From an optimization exercise on the open Yosys and OpenROAD flow, aimed at small area, a short achievable clock period and few clock cycles; shortcuts taken in it are not production practice.
In this exercise RTL edits were held to simulation tests only and were not proved equivalent to the original.
No activity file was given, so power comes from the tool's default toggle rates.

## config.mk

```make
export PLATFORM = sky130hd
export DESIGN_NAME = crack
export DESIGN_NICKNAME = crack
export VERILOG_FILES = /design/flow/design.v
export SDC_FILE = /design/flow/constraint.sdc
export NUM_CORES = 4
export LEC_CHECK = 0
export CAP_MARGIN = 20
export CELL_PAD_IN_SITES_GLOBAL_PLACEMENT = 1
export CORE_MARGIN = 2
export CORE_UTILIZATION = 32
export CTS_BUF_LIST = sky130_fd_sc_hd__clkbuf_4 sky130_fd_sc_hd__clkbuf_8
export CTS_CLUSTER_DIAMETER = 80
export CTS_CLUSTER_SIZE = 20
export PLACE_DENSITY = 0.38
export SLEW_MARGIN = 20
```

## constraint.sdc

```tcl
create_clock -name core_clock -period 10.0 [get_ports {clk}]
set_input_delay 2.0000 -clock core_clock [delete_from_list [all_inputs] [get_ports {clk}]]
set_output_delay 2.0000 -clock core_clock [all_outputs]
set_load 0.01 [all_outputs]
```

## design.v

```verilog
module s_mem(input logic clk,
             input logic init,
             input logic [15:0] wlo, input logic [15:0] whi, input logic w0,
             input logic [15:0] ulo, input logic [15:0] uhi, input logic u0,
             output logic [7:0] a0,      
             output logic [7:0] a1,      
             output logic [7:0] a255,    
             output logic [7:0] sj,      
             output logic [7:0] ks);     
    logic [7:0] sw [0:255];
    logic [15:0] whi_e;
    assign whi_e = whi & {16{!init}};
    logic [255:0] e, f, ne, nf;
    always_comb begin
        for (int p = 0; p < 256; p++) begin
            e[p] = wlo[(p + 1) % 16] && whi_e[((p + 1) % 256) / 16];           
            f[p] = !(wlo[(p + 1) % 16] && whi[((p + 1) % 256) / 16]) && !init;  
            ne[p] = !e[p];
            nf[p] = !f[p];
        end
    end
    logic [7:0] ga_ev [0:15];
    logic [7:0] ga_od [0:15];
    logic [7:0] gb_ev [0:15];
    logic [7:0] gb_od [0:15];
    logic [7:0] sj_ev, sj_od, ks_ev, ks_od;
    always_comb begin
        for (int h = 0; h < 16; h++) begin
            ga_ev[h] = 8'h00; ga_od[h] = 8'h00;
            gb_ev[h] = 8'h00; gb_od[h] = 8'h00;
            for (int l = 0; l < 16; l += 2) begin
                ga_ev[h] = ga_ev[h] | ({8{wlo[l]}} & sw[16 * h + l]);
                ga_od[h] = ga_od[h] | ({8{wlo[l + 1]}} & sw[16 * h + l + 1]);
                gb_ev[h] = gb_ev[h] | ({8{ulo[l]}} & sw[16 * h + l]);
                gb_od[h] = gb_od[h] | ({8{ulo[l + 1]}} & sw[16 * h + l + 1]);
            end
        end
        sj_ev = 8'h00; sj_od = 8'h00;
        ks_ev = 8'h00; ks_od = 8'h00;
        for (int h = 0; h < 16; h++) begin
            sj_ev = sj_ev | ({8{whi[h]}} & ga_ev[h]);
            sj_od = sj_od | ({8{whi[h]}} & ga_od[h]);
            ks_ev = ks_ev | ({8{uhi[h]}} & gb_ev[h]);
            ks_od = ks_od | ({8{uhi[h]}} & gb_od[h]);
        end
    end
    assign sj = w0 ? ~sj_od : sj_ev;
    assign ks = u0 ? ~ks_od : ks_ev;
    logic [7:0] a0_t, a0_n;
    assign a0_t = sw[0];
    assign a0_n = ~sw[0];
    assign a0 = a0_t;
    assign a1 = ~sw[1];
    assign a255 = ~sw[255];
    genvar g, b;
    generate
        for (g = 0; g < 255; g++) begin : g_word
            for (b = 0; b < 8; b++) begin : g_bit
                localparam bit INIT1 = ((g >> b) & 1) != (g & 1);
                logic x;
                assign x = (g & 1) ? a0_t[b] : a0_n[b];
                always_ff @(posedge clk)
                    if (INIT1) sw[g][b] <= !((e[g] && x) || (f[g] && sw[g + 1][b]));
                    else       sw[g][b] <= !((ne[g] || x) && (nf[g] || sw[g + 1][b]));
            end
        end
    endgenerate
    always_ff @(posedge clk)
        if (init) sw[255] <= 8'd0;
        else      sw[255] <= ~sj;
endmodule
module crack(input logic clk, input logic rst_n,
             input logic en, output logic rdy,
             input logic [23:0] key_start,
             output logic [23:0] key, output logic key_valid,
             output logic [7:0] ct_addr, input logic [7:0] ct_rddata);
    localparam logic [1:0] IDLE = 2'd0, RUN = 2'd2, DONE = 2'd3;
    logic [1:0] state;
    logic [9:0] cnt;
    logic [1:0] m3;              
    logic [7:0] w, vm, ksq, ctq;
    logic [7:0] kbm;             
    logic [15:0] wlo, whi, ulo, uhi;
    logic u0;
    logic [9:0] tlast;           
    logic chk, last, keymax;     
    logic wspec;                 
    logic init, reject, initn;
    logic [7:0] si, s1, sj, ks, a255, kbn, wn, wsum, us, wm1, u2;
    logic [7:0] pt;
    logic good;
    logic [1:0] m3n;
    logic [9:0] cntn;
    logic [1:0] staten;
    assign pt     = ksq ^ ctq;
    assign good   = (pt >= 8'h20) && (pt <= 8'h7E);
    assign reject = chk && !good && !keymax;
    assign initn  = ((state == IDLE) && en) || reject;
    s_mem s(.clk(clk), .init(init),
            .wlo(wlo), .whi(whi), .w0(w[0]),
            .ulo(ulo), .uhi(uhi), .u0(u0),
            .a0(si), .a1(s1), .a255(a255), .sj(sj), .ks(ks));
    always_comb begin
        staten = state;
        cntn = cnt;
        case (state)
            IDLE: if (en) begin staten = RUN; cntn = 10'd0; end
            RUN: begin
                if (chk && !good) begin
                    if (keymax) staten = DONE;
                    else cntn = 10'd0;
                end else if (last) begin
                    staten = DONE;
                end else begin
                    cntn = cnt + 10'd1;
                end
            end
            default: ;
        endcase
    end
    assign m3n = init ? 2'd1 : (m3 == 2'd2) ? 2'd0 : m3 + 2'd1;
    always_comb begin
        if (cntn <= 10'd255) begin
            case (m3n)
                2'd0:    kbn = key[23:16] - 8'd1;
                2'd1:    kbn = key[15:8] - 8'd1;
                default: kbn = key[7:0] - 8'd1;
            endcase
        end else
            kbn = 8'hFF;
    end
    assign wsum = (w == 8'd1) ? (w + kbm + si) : (w + kbm + s1);
    always_comb begin
        if (init)
            wn = key[23:16];
        else if (wspec)
            wn = 8'h00;
        else
            wn = wsum;
    end
    assign us  = vm + a255;
    assign wm1 = w - 8'd1;
    assign u2  = (us == 8'hFF) ? wm1 : (us == wm1) ? 8'hFF : us;
    always_ff @(posedge clk) begin
        w <= wn;
        for (int k = 0; k < 16; k++) begin
            wlo[k] <= (wn[3:0] == k[3:0]);
            whi[k] <= (wn[7:4] == k[3:0]);
            ulo[k] <= (u2[3:0] == k[3:0]);
            uhi[k] <= (u2[7:4] == k[3:0]);
        end
        u0 <= u2[0];
        ksq <= ks;
        ctq <= ct_rddata;
        vm <= si - cnt[7:0] - 8'd1;
        keymax <= (key == 24'hFFFFFF);
        m3 <= m3n;
        kbm <= kbn;
        wspec <= (cntn == 10'd256);
        chk <= (staten == RUN) && (cntn >= 10'd261);
        last <= (staten == RUN) && (cntn >= 10'd261) && (cntn == tlast);
        if (cnt == 10'd100)
            tlast <= {2'b00, ctq} + 10'd260;
        if (cnt >= 10'd258)
            ct_addr <= ct_addr + 8'd1;
        else
            ct_addr <= 8'd0;
    end
    always_ff @(posedge clk or negedge rst_n) begin
        if (!rst_n) begin
            state <= IDLE;
            cnt <= 10'd0;
            key <= 24'd0;
            init <= 1'b0;
            rdy <= 1'b0;
            key_valid <= 1'b0;
        end else begin
            state <= staten;
            cnt <= cntn;
            init <= initn;
            if (state == IDLE)
                key <= key_start;
            else if (reject)
                key <= key + 24'd1;
            if (state == RUN && staten == DONE) begin
                rdy <= 1'b1;
                key_valid <= good;
            end
        end
    end
endmodule
```

## flow/run.sh

```bash
#!/bin/bash
# Own flow: the standard layout with four changes:
#  - synthesis maps with Yosys's ABC mapping script less its buffering (abc.tcl);
#  - repair_timing aims for 6.3 ns of slack at the 10 ns clock (a 3.7 ns target);
#  - before global placement, place_array.tcl places the state array's flip-flops
#    in a grid (ORFS's PRE_GLOBAL_PLACE_SKIP_IO_TCL hook);
#  - global routing is offered less of met1 and met2 (fastroute.tcl).
# Everything else is standard.sh's. make's output goes to flow_make.log, and each
# ORFS step keeps its own log under orfs/logs.
set -euo pipefail
W=$(pwd)
cat flow/abc.tcl synth_recipe.tcl > my_synth.tcl
sed -e "s|SYNTH_SCRIPT=[^ ]*|SYNTH_SCRIPT=$W/my_synth.tcl PRE_GLOBAL_PLACE_SKIP_IO_TCL=$W/flow/place_array.tcl SETUP_SLACK_MARGIN=6.3 FASTROUTE_TCL=$W/flow/fastroute.tcl|" standard.sh > my_standard.sh
grep -q "SYNTH_SCRIPT=$W/my_synth.tcl" my_standard.sh
bash my_standard.sh > flow_make.log 2>&1
```

## flow/abc.tcl

```tcl
# Technology mapping with Yosys's ABC mapping script (delay target 2.5 ns) without its
# buffering and sizing steps (the resizer does those later) instead of ORFS's script;
# same arguments otherwise (liberty, don't-use cells, constraints).
proc abc {args} {
  set out [list]
  for {set i 0} {$i < [llength $args]} {incr i} {
    set a [lindex $args $i]
    if {$a eq "-script" || $a eq "-D"} { incr i; continue }
    lappend out $a
  }
  yosys abc -script "+strash;&get,-n;&fraig,-x;&put;scorr;dc2;dretime;strash;&get,-n;&dch,-f;&nf,{D};&put" {*}$out -D 2500
}
```

## flow/fastroute.tcl

```tcl
# Global routing layers as the platform's fastroute.tcl sets them, but with less of
# met1 and met2 offered to the global router, so that more of the routing goes to
# met3 and met4 and the cell pins on met1 stay reachable for the detailed router.
set_global_routing_layer_adjustment $::env(MIN_ROUTING_LAYER)-$::env(MAX_ROUTING_LAYER) 0.2
set_global_routing_layer_adjustment met1 0.65
set_global_routing_layer_adjustment met2 0.45

set_routing_layers -clock $::env(MIN_CLK_ROUTING_LAYER)-$::env(MAX_ROUTING_LAYER)
set_routing_layers -signal $::env(MIN_ROUTING_LAYER)-$::env(MAX_ROUTING_LAYER)
```

## flow/place_array.tcl

```tcl
# Structured placement of the state array's flip-flops, run before global placement.
# The 256 words sit in a 16 x 16 grid of tiles: 16 blocks of 4 x 4, one per upper
# address nibble (the read ports' first level), in snake order, so that word p and
# word p+1 (which feeds it) are mostly neighbours; a word's 8 bits are stacked in the
# middle of its tile, one per row. The flip-flops are fixed (FIRM) so that global
# placement puts each bit's logic and the read trees around them.
set block [ord::get_db_block]
set core [$block getCoreArea]
set cx0 [$core xMin]; set cy0 [$core yMin]; set cx1 [$core xMax]; set cy1 [$core yMax]

# rows by y
set rowlist {}
foreach row [$block getRows] {
  set bb [$row getBBox]
  lappend rowlist [list [$bb yMin] [$bb xMin] [$bb xMax] [$row getOrient] [[$row getSite] getWidth] [[$row getSite] getHeight]]
}
set rowlist [lsort -integer -index 0 $rowlist]
set nrows [llength $rowlist]
set sitew [lindex [lindex $rowlist 0] 4]
set rowh [lindex [lindex $rowlist 0] 5]

# occupied sites of each row (tap cells and anything already placed)
array unset ::occ; array set ::occ {}
foreach inst [$block getInsts] {
  if {[lsearch {PLACED FIRM LOCKED COVER} [$inst getPlacementStatus]] < 0} { continue }
  set bb [$inst getBBox]
  set ri [expr {([$bb yMin] - [lindex [lindex $rowlist 0] 0]) / $rowh}]
  if {$ri < 0 || $ri >= $nrows} { continue }
  set rx0 [lindex [lindex $rowlist $ri] 1]
  for {set s [expr {([$bb xMin] - $rx0) / $sitew}]} {$s < ([$bb xMax] - $rx0 + $sitew - 1) / $sitew} {incr s} {
    set ::occ($ri,$s) 1
  }
}

proc free_span {ri s w} {
  # keep two free sites on each side
  for {set k -2} {$k <= $w + 1} {incr k} {
    if {[info exists ::occ($ri,[expr {$s + $k}])]} { return 0 }
  }
  return 1
}

set tw [expr {($cx1 - $cx0) / 16.0}]
set th [expr {($cy1 - $cy0) / 16.0}]
set rows_per_tile [expr {int($th / $rowh)}]
set placed 0
foreach inst [$block getInsts] {
  set name [$inst getName]
  if {![regexp {^s\.sw\\?\[([0-9]+)\\?\]\\?\[([0-9]+)\\?\]} $name -> p b]} { continue }
  # 16 blocks of 4 x 4 tiles, one block per upper address nibble; snake order
  # within a block and from block to block
  set h [expr {$p / 16}]; set l [expr {$p % 16}]
  set br [expr {$h / 4}]; set bc [expr {($br % 2 == 0) ? ($h % 4) : (3 - $h % 4)}]
  set lr [expr {$l / 4}]; set lc [expr {($lr % 2 == 0) ? ($l % 4) : (3 - $l % 4)}]
  set R [expr {4 * $br + $lr}]
  set C [expr {4 * $bc + $lc}]
  set w [expr {([[$inst getMaster] getWidth] + $sitew - 1) / $sitew}]
  # tile origin; bits in rows centred in the tile
  set r0 [expr {int(($cy0 + $R * $th - [lindex [lindex $rowlist 0] 0]) / $rowh) + ($rows_per_tile - 8) / 2}]
  set ri [expr {$r0 + $b}]
  if {$ri >= $nrows} { set ri [expr {$nrows - 1}] }
  set row [lindex $rowlist $ri]
  set rx0 [lindex $row 1]
  set target [expr {int(($cx0 + ($C + 0.5) * $tw - $rx0) / $sitew) - $w / 2}]
  set found -1
  for {set d 0} {$d < 200} {incr d} {
    foreach s [list [expr {$target + $d}] [expr {$target - $d}]] {
      if {$s >= 0 && ($rx0 + ($s + $w) * $sitew) <= [lindex $row 2] && [free_span $ri $s $w]} { set found $s; break }
    }
    if {$found >= 0} { break }
  }
  if {$found < 0} { continue }
  for {set k 0} {$k < $w} {incr k} { set ::occ($ri,[expr {$found + $k}]) 1 }
  $inst setOrient [lindex $row 3]
  $inst setLocation [expr {$rx0 + $found * $sitew}] [lindex $row 0]
  $inst setPlacementStatus FIRM
  incr placed
}
puts "place_array: fixed $placed state flip-flops in a 16x16 tile grid"
```

## standard.sh

```bash
#!/bin/bash
# synth_recipe.tcl (not shown) runs the flow's synth.tcl, then flattens the netlist and writes it again
# the make line also repeats each setting of config.mk as NAME=value (left out here)
make -C /OpenROAD-flow-scripts/flow DESIGN_CONFIG=/design/flow/config.mk WORK_HOME=/design/flow/orfs CLKGATE_MAP_FILE= SYNTH_SCRIPT=/design/flow/synth_recipe.tcl "${@:-finish}"
```

==> metrics.yaml, run 1 <==
logic_synthesis:
  ys.flop_type: "dfxtp_1"
  synth_warnings: 7
  synthDistinctLibCells: 61
  synthArstFlopShare: 0.01760
  syn-instance-count: 8797
  netlist_area_um2: 88100
  seq_area_frac_synth: 0.5069
  synth_area_per_cell_um2: 10.02
  ys_ff_latch: 2216
  synth_fp_nets: 8873
  synth_edf_count: 10
placed_design:
  place_congestion: 1.219
  post_dp_cell_area_um2: 96150
  post-place-cells: 12758
  hpwl_mm: 577.6
  io_buffer_count: 68
floorplan:
  ioPinCount: 69
  fp.dieH_um: 528.7
  std_cell_rows: 192
  start_util: 0.3217
  die_w_um: 528.7
cts:
  clk_path_buf_depth: 3
  cts_num_sinks: 2216
  numCtsBuffers: 151
  cts_max_level: 4
  clockRootBuffer: "clkbuf_8"
global_route:
  grt_pass1_vias: 127693
  overflow: 22
  grt_max_degree: 158
  grt.total_usage: 0.8115
  grt_pass1_wl_mm: 1115
outcome:
  flow.stopped_at: "global routing"
  status: "stopped before the end"
  error: "[ERROR GRT-0116] Global routing finished with congestion. Check the congestion regions in the DRC Viewer."
layer usage:
metal	overflow	track usage
met5	2	0.5998
met4	7	0.7529
met3	6	0.7915
met2	5	0.8917
met1	2	0.8268
cell usage after synthesis, types with 5 or more instances:
library cell / instances / area [um^2]
a21oi_1: 738 / 3694
a31oi_1: 11 / 68.82
a211oi_1: 11 / 82.58
nor4bb_1: 6 / 60.06
a22o_1: 75 / 656.9
nand4_1: 44 / 275.3
o31ai_1: 5 / 37.54
a221oi_1: 88 / 770.7
a22oi_1: 908 / 6817
a222oi_1: 1088 / 10890
a32oi_1: 16 / 140.1
nand2b_1: 125 / 782.0
o21ai_0: 96 / 480.5
nor2b_1: 7 / 43.79
edfxtp_1: 10 / 300.3
a311oi_1: 5 / 43.79
o21a_1: 5 / 37.54
nor4_1: 11 / 68.82
and3_1: 18 / 112.6
nand3b_1: 121 / 908.4
o22ai_1: 1099 / 6875
xor2_1: 20 / 175.2
a21o_1: 148 / 1111
ha_1: 37 / 462.9
clkinv_1: 81 / 304.0
dfrtp_1: 39 / 975.9
or2_0: 119 / 744.5
nand3_1: 534 / 2673
nor2_1: 650 / 2440
dfxtp_1: 2167 / 43380
a32o_1: 5 / 50.05
nor3_1: 22 / 110.1
and2_0: 10 / 62.56
xnor2_1: 37 / 324.1
o22a_1: 8 / 70.07
o21bai_1: 7 / 52.55
and4_1: 15 / 131.4
nand2_1: 354 / 1329
nor4b_1: 13 / 113.9
nor3b_1: 5 / 37.54
repair_timing:
| item | CTS |
|---|---|
| gates cloned | 13 |
| endpoints found under the setup margin | 122 |
| hold buffers | 0 |
| pin swaps | 44 |
| resized for setup | 342 |
| buffers inserted | 90 |
power by group through the flow:
stage	Combinational, mW	Clock, mW	Sequential, mW
3_5_place_dp	18.0	0	21.5
4_1_cts	18.8	5.15	21.2
2_1_floorplan	7.69	0	16.9
3_3_place_gp	18.1	0	21.7
how the worst min path moves through the flow:
stage               slack (ns)         start  cells after the start      endpoint
floorplan                 0.42   s.sw[15][6]                      1   s.sw[14][6]
global placement          0.45    ct_addr[0]                      1    ct_addr[0]
detailed placement        0.46   s.sw[37][1]                      1   s.sw[36][1]
CTS                       0.43  s.sw[190][3]                      1  s.sw[189][3]
kinds of logic after synthesis:
family | Yosys count | share of synthesized area
AOI/OAI and AO/OA | 4342 | 0.3648
adders and majority gates | 41 | 0.006164
and+or+nand+nor | 2059 | 0.1128
buffers and inverters | 81 | 0.003451
DFF | 2216 | 0.5069
xor gates and xnor gates | 58 | 0.005922
through the flow:
stage | worst slack, ns | power, mW | hold WS, ns
after CTS | 6.227 | 45.17 | 0.4327
after detailed placement | 4.905 | 39.58 | 0.4567
after global placement | 4.324 | 39.87 | 0.4493
after floorplan | 3.707 | 24.60 | 0.4227
Testbench counts, summed over its fixed seeds: cycles 482,772.
==> run 2, diff against run 1 <==
==> flow/run.sh (replaced) <==
#!/bin/bash
# Own flow: the standard layout with four changes:
#  - synthesis maps with Yosys's ABC mapping script less its buffering (abc.tcl);
#  - repair_timing aims for 6.4 ns of slack at the 10 ns clock (a 3.6 ns target);
#  - before global placement, place_array.tcl places the state array's flip-flops
#    in a grid (ORFS's PRE_GLOBAL_PLACE_SKIP_IO_TCL hook);
#  - global routing is offered less of met1 and met2 (fastroute.tcl).
# Everything else is standard.sh's. make's output goes to flow_make.log, and each
# ORFS step keeps its own log under orfs/logs.
set -euo pipefail
W=$(pwd)
cat flow/abc.tcl synth_recipe.tcl > my_synth.tcl
sed -e "s|SYNTH_SCRIPT=[^ ]*|SYNTH_SCRIPT=$W/my_synth.tcl PRE_GLOBAL_PLACE_SKIP_IO_TCL=$W/flow/place_array.tcl SETUP_SLACK_MARGIN=6.4 FASTROUTE_TCL=$W/flow/fastroute.tcl|" standard.sh > my_standard.sh
grep -q "SYNTH_SCRIPT=$W/my_synth.tcl" my_standard.sh
bash my_standard.sh > flow_make.log 2>&1
--- a/flow/fastroute.tcl
+++ b/flow/fastroute.tcl
@@ -3,6 +3,6 @@
 # met3 and met4 and the cell pins on met1 stay reachable for the detailed router.
 set_global_routing_layer_adjustment $::env(MIN_ROUTING_LAYER)-$::env(MAX_ROUTING_LAYER) 0.2
-set_global_routing_layer_adjustment met1 0.65
-set_global_routing_layer_adjustment met2 0.45
+set_global_routing_layer_adjustment met1 0.6
+set_global_routing_layer_adjustment met2 0.4
 
 set_routing_layers -clock $::env(MIN_CLK_ROUTING_LAYER)-$::env(MAX_ROUTING_LAYER)
==> config.mk (replaced) <==
export PLATFORM = sky130hd
export DESIGN_NAME = crack
export DESIGN_NICKNAME = crack
export VERILOG_FILES = /design/flow/design.v
export SDC_FILE = /design/flow/constraint.sdc
export NUM_CORES = 4
export LEC_CHECK = 0
export CAP_MARGIN = 20
export CELL_PAD_IN_SITES_GLOBAL_PLACEMENT = 1
export CORE_MARGIN = 2
export CORE_UTILIZATION = 25
export PLACE_DENSITY = 0.31
export SLEW_MARGIN = 20
==> metrics.yaml, run 2 <==
outcome:
  status: "complete, no violations"
logic_synthesis:
  synthArstFlopShare: 0.01760  # unchanged
  synth_warnings: 7  # unchanged
  synth_edf_count: 10  # unchanged
  yosys.area.top_type: "dfxtp_1"
  synth_fp_nets: 8873  # unchanged
  synthTopCellsByCount: "dfxtp_1 (2167), o22ai_1 (1099), a222oi_1 (1088)"
  ys.flop_type: "dfxtp_1"
  synth.top_cell.area_share: 0.4924  # unchanged
  synthDistinctLibCells: 61  # unchanged
  syn-instance-count: 8797  # unchanged
  ys_ff_latch: 2216  # unchanged
  synth_area_per_cell_um2: 10.02  # unchanged
  post-synth-top-count-cell: "dfxtp_1"
  seq_area_frac_synth: 0.5069  # unchanged
  netlist_area_um2: 88100  # unchanged
  synthTopCellsByArea: "dfxtp_1 (49%), a222oi_1 (12%), o22ai_1 (7.8%), a22oi_1 (7.7%), a21oi_1 (4.2%)"
worst_setup_path:
  r2r_slack_ns: 5.66
  critPathMostFrequentCell: "a222oi_1"
  critical_path.cell_chain: "buf_16, a222oi_1, nand3_2, a222oi_1, nand4_1, a221oi_2, nand2_1, a21oi_4"
  path_class: "reg2reg"
  cp-end-kind: "flip-flop"
  cp.arrival_ns: 5.13
  start_kind: "flip-flop"
  crit_fanout: 6
  cp_num_buf_inv: 1
  required_ns: 10.79
  reg2reg_to: "s.sw[255][1]"
  r2r-start: "wlo[2]"
  cp_slowest_cell: "a222oi_1"
  reg2reg_depth: 8
  path_delay_family: "compound AO/OA/AOI/OAI gates"
  max_stage_delay_ns: 1.10
cells_and_area:
  final_common_cell: "dfxtp_1"
  drive_above_1_share: 0.1388
  layout_common_cells: "dfxtp_1 (2091), o22ai_1 (1099), a222oi_1 (1088), a22oi_1 (901), a21oi_1 (720)"
  top_regs: "s.sw: 2048 flops, key: 24 flops"
  largest_reg_flops: 2048
  syn2layout_area_growth_pct: 28.70
  fin_cells: 14781
  nFillCells: 35615
  largest-register: "s.sw"
  stdcell_area_um2: 113400
  fin_util: 0.3240
  nets: 9829
power:
  peakVddDrop_v: 0.0004204
  p_per_area_nw_per_um2: 483.2
  p_leak_nw: 43.38
  total_power_mw: 54.79
floorplan:
  ioPinCount: 69  # unchanged
  fp.dieH_um: 597.6  # +13%
  die_w_um: 597.6  # +13%
  core_um2: 350000
  die-area_um2: 357200
  start_util: 0.2517  # -0.06996
  std_cell_rows: 217  # +13%
detailed_routing:
  m1WireLength_mm: 242.5
  maxUsedRoutingLayer: "met5"
  avgViaCountPerCell: 7.200
  post_drt_wl_per_cell_um: 59.46
  drt-total-wl_mm: 878.8
  drc: 0
  drt-pass1-iter-count: 14
  dr_total_vias: 106430
  wl_met3_mm: 195.6
  drt-initial-drc-count: 13053
  wl_met2_mm: 308.4
  detail-route-antenna-nets: 0
cts:
  clk_pin_slew_worst_paths_ns: 0.06
  cts_max_level: 5  # +1
  clockRootBuffer: "clkbuf_16"
  cts_num_sinks: 2216  # unchanged
  clk_path_buf_depth: 4  # +1
  cts_tree: "yes"
  numCtsBuffers: 269  # +78%
  clock_latency_ns: 1.01
timing:
  setup_ws_ns: 5.660
  timing_hold_violations_final: 0
  whs_ns: 0.4669
  slew_headroom: 0.08308
  clock.fmax_ghz: 0.2304
  maxSlewViolCount: 0
  rsz0062_at_grt: "yes"
  skew_ns: 0.06443
  tns_ns: 0
  tightest_slew_ns: 1.372
  setup_viol: 0
  min_period_over_period: 0.4340
  finalCriticalPeriod_ns: 4.340
global_route:
  grt_pass1_vias: 111238
  grt_pass1_wl_mm: 1098
  overflow: 0
  antenna_found_initial: 189
  grt.total_usage: 0.6244
  grt_max_degree: 156
placed_design:
  post-place-cells: 13766  # +7.9%
  place_congestion: 1.138  # -6.6%
  hpwl_mm: 600.4  # +3.9%
  post_dp_cell_area_um2: 97460  # +1.4%
  io_buffer_count: 68  # unchanged
  pre_cts_ws_ns: 5.177  # +0.2714 ns
hold_path:
  min_from: "s.sw[182][0]"
  worstHoldPathType: "reg2reg"
  hold_end: "s.sw[181][0]"
  min_path_cells: 1
run:
  cap_viol_max_count: 0
-- run 2: how the worst max path moves through the flow --
stage	start	end	slack, ns	depth (start not counted)
3_3_place_gp	w[6]	whi[0]	4.15	14
4_1_cts	wlo[2]	s.sw[255][6]	5.98	9
2_1_floorplan	init	s.sw[38][1]	3.71	4
5_1_grt	wlo[2]	s.sw[255][1]	5.89	8
3_5_place_dp	en	last	5.18	6
6_report	wlo[2]	s.sw[255][1]	5.66	8
-- run 2: what timing repair did --
item / CTS / global route
setup endpoints to repair: 175 / 100
gates resized for setup: 466 / 195
buffers inserted: 125 / 135
cloned: 27 / 22
pin swaps: 103 / 140
hold buffers: 0 / 0
-- run 2: power by group --
group          total, mW  internal [mW]  switching [mW]
combinational       22.1           5.84            16.3
clock               10.2           6.16            4.00
sequential          22.5           13.3            9.24
total               54.8           25.3            29.5
-- run 2: per-layer routing --
metal  GRT usage  vias up
li1            -    40141
met1      0.6825    48566
met2      0.7365    12749
met3      0.5527     4679
met4      0.5635      295
met5      0.2892        -
-- run 2: kinds of logic after synthesis --
kind of cell	Yosys count	synth area share
compound gates	4342	0.3648
simple gates	2059	0.1128
flops	2216	0.5069
xor+xnor	58	0.005922
fa+ha+maj	41	0.006164
buf+inv	81	0.003451
-- run 2: worst register-to-register path: stages, from the launching register on --
cell      delay, ns
dfxtp_4        0.40
buf_16         0.19
a222oi_1       0.53
nand3_2        0.56
a222oi_1       1.11
nand4_1        0.29
a221oi_2       0.24
nand2_1        0.13
a21oi_4        0.63
-- run 2: area by class of cell --
cell class / instances / area, um^2 / share of cell area
Antenna cell: 234 / 585.6 / 0.005164
Clock buffer: 366 / 7776 / 0.06858
Clock inverter: 100 / 1360 / 0.01199
Inverter: 81 / 361.6 / 0.003189
Multi-Input combinational cell: 6501 / 44360 / 0.3912
Sequential cell: 2216 / 44910 / 0.3960
Tap cell: 4599 / 5754 / 0.05075
Timing Repair Buffer: 684 / 8287 / 0.07308
==> run 3, diff against run 2 <==
==> flow/run.sh (replaced) <==
#!/bin/bash
# Own flow: the standard layout with four changes:
#  - synthesis maps with Yosys's ABC mapping script less its buffering (abc.tcl);
#  - repair_timing aims for 6 ns of slack at the 10 ns clock (a 4 ns target);
#  - before global placement, place_array.tcl places the state array's flip-flops
#    in a grid (ORFS's PRE_GLOBAL_PLACE_SKIP_IO_TCL hook);
#  - global routing is offered less of met1 and met2 (fastroute.tcl).
# Everything else is standard.sh's. make's output goes to flow_make.log, and each
# ORFS step keeps its own log under orfs/logs.
set -euo pipefail
W=$(pwd)
cat flow/abc.tcl synth_recipe.tcl > my_synth.tcl
sed -e "s|SYNTH_SCRIPT=[^ ]*|SYNTH_SCRIPT=$W/my_synth.tcl PRE_GLOBAL_PLACE_SKIP_IO_TCL=$W/flow/place_array.tcl SETUP_SLACK_MARGIN=6 FASTROUTE_TCL=$W/flow/fastroute.tcl|" standard.sh > my_standard.sh
grep -q "SYNTH_SCRIPT=$W/my_synth.tcl" my_standard.sh
bash my_standard.sh > flow_make.log 2>&1
==> metrics.yaml, run 3 <==
cts:
  cts_num_sinks: 2216  # unchanged
  clk_path_buf_depth: 4  # unchanged
  clockRootBuffer: "clkbuf_16"
  cts-hold-fix-buffers: 0  # unchanged
  clk_pin_slew_worst_paths_ns: 0.06  # about the same
  cts_max_level: 5  # unchanged
  clock_latency_ns: 0.99  # -0.02 ns
  cts_tree: "yes"
  numCtsBuffers: 269  # unchanged
timing:
  finalCriticalPeriod_ns: 4.326  # -0.01408 ns
  slew_headroom: 0.04188  # -0.04120
  clock.fmax_ghz: 0.2312  # +0.33%
  timing_hold_violations_final: 0  # unchanged
  rsz0062_at_grt: "yes"
  setup_ws_ns: 5.674  # +0.01408 ns
  tns_ns: 0  # unchanged
  maxSlewViolCount: 0  # unchanged
  min_period_over_period: 0.4326  # -0.001408
  skew_ns: 0.05851  # -0.005923 ns
  setup_viol: 0  # unchanged
  tightest_slew_ns: 1.433  # +0.06162 ns
global_route:
  antenna_found_initial: 174  # -7.9%
  overflow: 0  # unchanged
  grt_pass1_vias: 109784  # -1.3%
  grt_pass1_wl_mm: 1066  # -3.0%
  grt.total_usage: 0.6032  # -0.02117
  grt_max_degree: 156  # unchanged
placed_design:
  hpwl_mm: 600.4  # unchanged
  pre_cts_ws_ns: 5.177  # unchanged
  place_congestion: 1.138  # unchanged
  io_buffer_count: 68  # unchanged
logic_synthesis:
  seq_area_frac_synth: 0.5069  # unchanged
  ys_ff_latch: 2216  # unchanged
  synthDistinctLibCells: 61  # unchanged
  synthTopCellsByArea: "dfxtp_1 (49%), a222oi_1 (12%), o22ai_1 (7.8%), a22oi_1 (7.7%), a21oi_1 (4.2%)"
  synthTopCellsByCount: "dfxtp_1 (2167), o22ai_1 (1099), a222oi_1 (1088)"
  synth.top_cell.area_share: 0.4924  # unchanged
  netlist_area_um2: 88100  # unchanged
  synthArstFlopShare: 0.01760  # unchanged
  synth_area_per_cell_um2: 10.02  # unchanged
  synth_edf_count: 10  # unchanged
  synth_warnings: 7  # unchanged
  synth_fp_nets: 8873  # unchanged
  yosys.area.top_type: "dfxtp_1"
  post-synth-top-count-cell: "dfxtp_1"
  syn-instance-count: 8797  # unchanged
  ys.flop_type: "dfxtp_1"
cells_and_area:
  layout_common_cells: "dfxtp_1 (2102), o22ai_1 (1099), a222oi_1 (1088), a22oi_1 (904), a21oi_1 (723)"
  largest-register: "s.sw"
  fin_util: 0.3123  # -0.01166
  drive_above_1_share: 0.1065  # -0.03230
  largest_reg_flops: 2048  # unchanged
  top_regs: "s.sw: 2048 flops, key: 24 flops"
  nets: 9607  # -2.3%
  final_common_cell: "dfxtp_1"
  syn2layout_area_growth_pct: 24.07
floorplan:
  die-area_um2: 357200  # unchanged
  core_um2: 350000  # unchanged
  die_w_um: 597.6  # unchanged
  fp.dieH_um: 597.6  # unchanged
  start_util: 0.2517  # unchanged
  std_cell_rows: 217  # unchanged
  ioPinCount: 69  # unchanged
worst_setup_path:
  path_class: "reg2reg"
  r2r_slack_ns: 5.67  # about the same
  max_stage_delay_ns: 1.11  # about the same
  required_ns: 10.80  # about the same
  reg2reg_to: "s.sw[255][6]"
  critical_path.cell_chain: "buf_12, a222oi_1, and2_0, nand2_2, a222oi_1, nand4_1, a221oi_2, nand2_1, a21oi_4"
  critPathMostFrequentCell: "a222oi_1"
  cp_slowest_cell: "a222oi_1"
  start_kind: "flip-flop"
  reg2reg_depth: 9  # +1
  crit_fanout: 70  # +64
  r2r-start: "wlo[8]"
  cp-end-kind: "flip-flop"
  cp.arrival_ns: 5.13  # about the same
detailed_routing:
  avgViaCountPerCell: 7.115  # -1.2%
  drt-initial-drc-count: 12111  # -7.2%
  drc: 0  # unchanged
  drt-pass1-iter-count: 12  # -2
  dr_total_vias: 103147  # -3.1%
  detail-route-antenna-nets: 0  # unchanged
  drt-total-wl_mm: 835.0  # -5.0%
  post_drt_wl_per_cell_um: 57.60  # -3.1%
power:
  p_leak_nw: 41.39  # -4.6%
  peakVddDrop_v: 0.0004232  # +0.66%
  pwr-share-seq: 0.422  # +0.011
  combPwrFrac: 0.388  # -0.015
  p_int_mw: 24.76  # -2.1%
  netSwitchingFraction: 0.5358  # -0.002607
  power.switching_mw: 28.57  # -3.1%
  p_per_area_nw_per_um2: 487.9  # +0.97%
  clkPwrFrac: 0.190  # +0.005
outcome:
  status: "complete, no violations"
run:
  cap_viol_max_count: 0  # unchanged
hold_path:
  worstHoldPathType: "reg2reg"
  min_from: "s.sw[182][0]"
  hold_end: "s.sw[181][0]"
  min_path_cells: 1  # unchanged
## run 3: layout make-up
cell class / instances / area [um^2]
fillers: 35865 / 240700
flip-flops and latches: 2216 / 44880
multi-input cells: 6500 / 43810
clock buffers: 366 / 7776
well taps: 4599 / 5754
repair buffers: 463 / 4930
clock inverters: 100 / 1360
diodes: 172 / 430.4
inverters: 81 / 356.6
## run 3: power by group through the flow
stage,sequential [mW],combinational (mW),clock [mW]
CTS,21.6,19.0,10.2
floorplan,16.9,7.69,0
finish,22.5,20.7,10.1
global placement,22.0,18.6,0
detailed placement,21.8,18.5,0
global route,22.3,21.2,10.5
## run 3: timing repair
item / in CTS / in global routing
pin swaps: 39 / 59
resized for setup: 148 / 116
setup endpoints to repair: 99 / 70
setup buffers: 38 / 33
cloned: 7 / 8
## run 3: stage by stage
step	power, mW	area, um^2	instances	hold WS [ns]
after floorplan	24.60	88160	8797	0.4227
after global placement	40.59	97390	13758	0.4530
after detailed placement	40.37	97460	13766	0.4582
after CTS	50.75	107700	14277	0.4649
after global routing	53.95	109200	14439	0.4879
final	53.33	109300	14497	0.4556
## run 3: metal layers
metal	GRT usage	routed length [um]
met1	0.6788	233300
met2	0.7185	295600
met3	0.5246	184700
met4	0.5287	110200
met5	0.2591	11230
## run 3: kinds of logic (layout without fill, tap and decap cells)
family / after synthesis / in the layout / share of synthesized area
buffers and inverters: 81 / 1010 / 0.003451
xor gates and xnor gates: 58 / 58 / 0.005922
DFF: 2216 / 2216 / 0.5069
adders and majority gates: 41 / 41 / 0.006164
other: 0 / 172 / 0
AOI/OAI and AO/OA: 4342 / 4342 / 0.3648
and+or+nand+nor: 2059 / 2059 / 0.1128
## run 3: critical path: cells and delay by family (launching register included)
family	cells	cell delay, ns
simple gates	4	1.00
compound gates	4	2.28
buf+inv	1	0.26
flops	1	0.45
## run 3: worst max-delay path by stage
| stage | start | to |
|---|---|---|
| after floorplan | init | s.sw[38][1] |
| after global placement | w[6] | whi[0] |
| after detailed placement | en | last |
| after CTS | wlo[12] | s.sw[255][6] |
| after global routing | wlo[2] | s.sw[255][3] |
| final | wlo[8] | s.sw[255][6] |
==> run 4, diff against run 3 <==
==> flow/run.sh (replaced) <==
#!/bin/bash
# Own flow: the standard layout with three changes:
#  - synthesis maps with Yosys's default ABC script (abc.tcl) instead of ORFS's;
#  - repair_timing aims for 6 ns of slack at the 10 ns clock (a 4 ns target);
#  - before global placement, place_array.tcl places the state array's flip-flops
#    in a grid (ORFS's PRE_GLOBAL_PLACE_SKIP_IO_TCL hook).
# Everything else is standard.sh's. make's output goes to flow_make.log, and each
# ORFS step keeps its own log under orfs/logs.
set -euo pipefail
W=$(pwd)
cat flow/abc.tcl synth_recipe.tcl > my_synth.tcl
sed -e "s|SYNTH_SCRIPT=[^ ]*|SYNTH_SCRIPT=$W/my_synth.tcl PRE_GLOBAL_PLACE_SKIP_IO_TCL=$W/flow/place_array.tcl SETUP_SLACK_MARGIN=6|" standard.sh > my_standard.sh
grep -q "SYNTH_SCRIPT=$W/my_synth.tcl" my_standard.sh
bash my_standard.sh > flow_make.log 2>&1
==> flow/abc.tcl (replaced) <==
# Technology mapping with Yosys's default ABC script (delay target 2.5 ns) instead of
# ORFS's: same arguments otherwise (liberty, don't-use cells, constraints).
proc abc {args} {
  set out [list]
  for {set i 0} {$i < [llength $args]} {incr i} {
    set a [lindex $args $i]
    if {$a eq "-script" || $a eq "-D"} { incr i; continue }
    lappend out $a
  }
  yosys abc {*}$out -D 2500
}
--- a/flow/place_array.tcl
+++ b/flow/place_array.tcl
@@ -34,6 +34,6 @@
 
 proc free_span {ri s w} {
-  # keep two free sites on each side
-  for {set k -2} {$k <= $w + 1} {incr k} {
+  # keep one free site on each side
+  for {set k -1} {$k <= $w} {incr k} {
     if {[info exists ::occ($ri,[expr {$s + $k}])]} { return 0 }
   }
--- a/config.mk
+++ b/config.mk
@@ -7,7 +7,11 @@
 export LEC_CHECK = 0
 export CAP_MARGIN = 20
+export CELL_PAD_IN_SITES_DETAIL_PLACEMENT = 1
 export CELL_PAD_IN_SITES_GLOBAL_PLACEMENT = 1
 export CORE_MARGIN = 2
-export CORE_UTILIZATION = 25
-export PLACE_DENSITY = 0.31
+export CORE_UTILIZATION = 30
+export CTS_BUF_LIST = sky130_fd_sc_hd__clkbuf_4 sky130_fd_sc_hd__clkbuf_8
+export CTS_CLUSTER_DIAMETER = 80
+export CTS_CLUSTER_SIZE = 20
+export PLACE_DENSITY = 0.36
 export SLEW_MARGIN = 20
removed: flow/fastroute.tcl
==> metrics.yaml, run 4 <==
placed_design:
  io_buffer_count: 68  # unchanged
  place_congestion: 1.085  # -4.6%
  hpwl_mm: 558.0  # -7.1%
floorplan:
  fp.dieH_um: 557.8  # -6.7%
  start_util: 0.3011  # +0.04936
  die_w_um: 557.8  # -6.7%
  std_cell_rows: 203  # -6.5%
  ioPinCount: 69  # unchanged
logic_synthesis:
  synth_edf_count: 10  # unchanged
  synth_fp_nets: 9878  # +11%
  synth.top_cell.area_share: 0.4715  # -0.02087
  synth_area_per_cell_um2: 9.386  # -6.3%
  seq_area_frac_synth: 0.4854  # -0.02148
  ys_ff_latch: 2216  # unchanged
  ys.flop_type: "dfxtp_1"
  synthDistinctLibCells: 84  # +38%
  synth_warnings: 7  # unchanged
  post-synth-top-count-cell: "dfxtp_1"
  synthTopCellsByCount: "dfxtp_1 (2167), o22ai_1 (1098), a222oi_1 (1088)"
  synthTopCellsByArea: "dfxtp_1 (47%), a222oi_1 (12%), o22ai_1 (7.5%), a22oi_1 (7.4%), a21oi_1 (4.0%)"
  yosys.area.top_type: "dfxtp_1"
  syn-instance-count: 9802  # +11%
  netlist_area_um2: 92000  # +4.4%
  synthArstFlopShare: 0.01760  # unchanged
outcome:
  flow.stopped_at: "detailed placement"
  error: "[ERROR DPL-0033] detailed placement checks failed during check placement."
  status: "stopped before the end"
-- run 4: changes by cell type after synthesis, sizes merged --
cell / change
and2b: +1
nor2b: -1
buf: +106
clkbuf: +899
and4bb: +2
nor4bb: -2
inv: +81
clkinv: -81
-- run 4: worst max path at each step --
stage | end | depth (start not counted) | slack (ns)
3_3_place_gp | s.sw[255][6] | 8 | 4.75
2_1_floorplan | last | 7 | 6.43
-- run 4: power by group through the flow --
stage / logic (mW) / clock network [mW] / registers (mW)
3_3_place_gp: 17.8 / 0 / 21.5
2_1_floorplan: 9.01 / 0 / 15.7
-- run 4: kinds of logic after synthesis --
group	count (synthesis)	synth area share
adders and majority gates	41	0.005902
and+or+nand+nor	2059	0.1083
xor gates and xnor gates	58	0.005753
AOI/OAI and AO/OA	4342	0.3501
buffers and inverters	1086	0.04455
DFF	2216	0.4854
-- run 4: stage by stage --
| stage | hold WS (ns) | setup slack (ns) | instance area (um^2) |
|---|---|---|---|
| global placement | 0.4547 | 4.745 | 96500 |
| floorplan | 0.4227 | 6.429 | 92000 |

port drivers added, routing unchanged:
The flow's constraints put no driver on any port. The routed layouts listed below were extracted and timed again, unchanged, in two steps. Step 1 assumes that a clkbuf_16 drives the clock port and a buf_2 every other input. Step 2 also shifts input and output timing later by t, the mid clock arrival at the registers, as if the neighbouring blocks saw the same clock. a / b / c = no drivers / after step 1 / after step 2; a / b = the first two.
run	t (ns)	slack for setup (ns)	worst slew at a driven data input, ns
run 2	1.109	5.660 / 5.660 / 5.602	0.14
run 3	1.082	5.674 / 5.674 / 5.501	0.15
After both steps every run listed still meets setup and hold. The setup slack of run 3, which loses most, moves by 0.000 ns with the drivers and by -0.173 ns with both steps.
